This design comes from an exercise in tuning for small area, a short achievable clock period and few clock cycles on the open sky130 flow, not from production work.
At most, simulation tests tie the RTL to the original design; equivalence was not proved.
Power is estimated from default activity; no workload was simulated.

## 06-05
## sys_array_fetcher
module sys_array_fetcher
#(parameter DATA_WIDTH=8,
parameter ARRAY_W=4,
parameter ARRAY_L=4)
(input  clock,
    input  reset_n,
    input  load_params,
    input  start_comp,
    input  [DATA_WIDTH*ARRAY_W*ARRAY_L - 1:0] input_data_a,
    input  [DATA_WIDTH*ARRAY_W*ARRAY_L - 1:0] input_data_b,
    output reg ready,
    output [2*DATA_WIDTH*ARRAY_W*ARRAY_W-1:0] out_data);
For scale: roughly 12000 cells after synthesis, about 520 I/O pins.
clock: 6.5 ns
lec_check: 0
cap_margin: 20
core_margin: 2
core_utilization: 55
setup_slack_margin: 2.0
slew_margin: 20
synth_hierarchical: 1
standard.sh (not shown) runs the stock make flow with config.mk's settings and CLKGATE_MAP_FILE= SYNTH_SCRIPT=/design/flow/synth_recipe.tcl, a recipe that flattens the netlist after the stock synthesis.
==> flow/flow/run.sh <==
#!/bin/bash
# The standard ORFS layout (the standard.sh, standard synthesis included),
# except that the input and output ports are buffered with buf_4 cells
# instead of buffer_ports' default choice.
set -euo pipefail
export BUFFER_PORTS_ARGS="-buffer_cell sky130_fd_sc_hd__buf_4"
bash standard.sh finish > standard.log 2>&1
06-05 was carried through to the last stage, and its layout satisfied the timing, DRC and antenna checks.
What 02-04 does differently from 06-05 at the input level:
# 06-05
export LEC_CHECK = 0
export CAP_MARGIN = 20
export CORE_MARGIN = 2
export CORE_UTILIZATION = 55
export SETUP_SLACK_MARGIN = 2.0
export SLEW_MARGIN = 20
export SYNTH_HIERARCHICAL = 1
create_clock -name core_clock -period 6.5 [get_ports {clock}]
# 02-04
export LEC_CHECK = 0
export CAP_MARGIN = 20
export CORE_MARGIN = 2
export CORE_UTILIZATION = 40
export SETUP_SLACK_MARGIN = 1.8
export SLEW_MARGIN = 20
export SYNTH_HIERARCHICAL = 1
create_clock -name core_clock -period 6.5 [get_ports {clock}]
Notes after the runs:
Tap cell count: 02-04 > 06-05
Combined flip-flop and latch cell area of 02-04 falls short of that of 06-05 slightly.
02-04 vs. 06-05: count of clock-buffer cells in the layout went up by 7.6%.
Fraction of final layout cells with drive strength greater than 1 (02-04 over 06-05): decrease, 6.9 points
In 02-04, the final standard cell count with taps included and fillers excluded came out 6.3% above the value in 06-05.
Function was not checked in any run of this note: the RTL went through the layout flow alone.

Setup of lane 1:
sys_array_fetcher, a different RTL version from the one above (not shown whole).
Size: about 520 I/O pins, ~130,000 sq um of cells after synthesis.
Settings: LEC_CHECK=0, CAP_MARGIN=20, CORE_MARGIN=2, CORE_UTILIZATION=55, SETUP_SLACK_MARGIN=1.5, SLEW_MARGIN=20, SYNTH_HIERARCHICAL=1; clock period 6.5 ns.
Scripts as last shown in full above: flow/flow/run.sh
The flow did not stop early for lane 1: all stages ran, and the layout cleared the timing, DRC and antenna checks.
### lane 1 -> lane 2
-- flow/config.mk --
<<< lane 1, line 8
export CAP_MARGIN = 20
export CORE_MARGIN = 2
export CORE_UTILIZATION = 55
export SETUP_SLACK_MARGIN = 1.5
export SLEW_MARGIN = 20
>>> lane 2, line 8
export CAP_MARGIN = 20
export CORE_MARGIN = 2
export CORE_UTILIZATION = 40
export SETUP_SLACK_MARGIN = 1.5
export SLEW_MARGIN = 20
## What came out
Lane 2 against lane 1; peak supply drop is down by more than 10%. In lane 2, register-to-register slack is lower than in lane 1. Of the two values seen for classification of the worst setup path, reg -> reg was produced by lane 2 and reg -> out by lane 1. Lane 1 and lane 2 ended up with roughly the same power density normalized to cell area. Total power consumption of the routed design in lane 2 is 1.0% above lane 1. Changes observed in lane 2 relative to lane 1: final critical-path required period now larger; buffer count excluding the clock tree in the final layout now larger; overall via count from detail_route comparable; final cell area excluding filler cells now larger.
No run of this note included a check of the RTL's function; only the layout flow was run.

sys_array_fetcher, a different RTL version from the one above (not shown whole).
Size: roughly 13000 cells after synthesis, roughly 670 flip-flops, roughly 520 I/O pins, about 0.13 mm2 of cells after synthesis.
Settings: LEC_CHECK=0, CAP_MARGIN=20, CORE_MARGIN=2, CORE_UTILIZATION=40, SETUP_SLACK_MARGIN=1.5, SLEW_MARGIN=20, SYNTH_HIERARCHICAL=1; clock period 6.5 ns.
Scripts as last shown in full above: flow/flow/run.sh
The baseline went through all stages and came out clean.
Testbench counts at the start, summed over its fixed seeds: cycles 584.
Edit:
SETUP_SLACK_MARGIN = not set   (was 1.5)
Clock power came out lower by 5.0%.
Final cell count hardly moves.
Sequential share of layout area is about the same.
Area after synthesis stays the same.
Total power is lower by 1.8%.
Fmax decreases by 4.5%.
Critical path depth falls by 2.
Count of clock-buffer cells in the layout rose by 2.
First-iteration DRC count is lower by 6.7%.
Core utilization is about the same.
Edit:
SETUP_SLACK_MARGIN = 2.2   (was not set)
After rerunning:
- The changed run produced a clean layout
- power came out higher by 15%
- sequential share of layout area went down by 0.92 points
- area after synthesis does not change
- setup slack gains 0.65 ns
- first-iteration DRC count rose by 24%
- via count grows by 4.8%
- final area grows by 9.8%
- core utilization grows by 4.1 points
- count of clock-buffer cells in the layout is lower by 33

[re-timing with driven ports]
In the flow no input, the clock included, has a driving cell. The finished layouts below were timed again as built, in two steps.
Step 1 (the two cells are an assumption about what drives the block):
set clk [get_ports {clock}]
set_driving_cell -lib_cell sky130_fd_sc_hd__clkbuf_16 $clk
set_driving_cell -lib_cell sky130_fd_sc_hd__buf_2 [delete_from_list [all_inputs] $clk]
Step 2 times the ports against the registers' clock, not the clock port: input delays grow and output delays shrink by t, the midpoint of the rising clock arrivals with the driver on.
Slacks: ideal / step 1 / step 2; pairs: ideal / step 1.
run | t, ns | setup slack, ns | worst setup path at the end | latest minus earliest clock arrival (ns)
06-05 | 0.870 | 1.831 / 1.725 / 0.954 | input to register | 0.056 / 0.056
02-04 | 0.954 | 1.716 / 1.608 / 0.779 | input to register | 0.134 / 0.134
lane 1 | 0.885 | 1.516 / 1.421 / 0.741 | input to register | 0.059 / 0.059
lane 2 | 0.943 | 1.493 / 1.452 / 0.620 | input to register | 0.089 / 0.089
the first run of note 3 | 0.957 | 1.599 / 1.509 / 0.784 | input to register | 0.082 / 0.081
the second run of note 3 | 0.937 | 1.366 / 1.258 / 0.864 | input to register | 0.052 / 0.052
the third run of note 3 | 0.883 | 2.021 / 1.915 / 1.318 | input to register | 0.041 / 0.041
After both steps every run listed still meets setup and hold. The setup slack of 02-04, which loses most, moves by -0.108 ns with the drivers and by -0.937 ns with both steps.
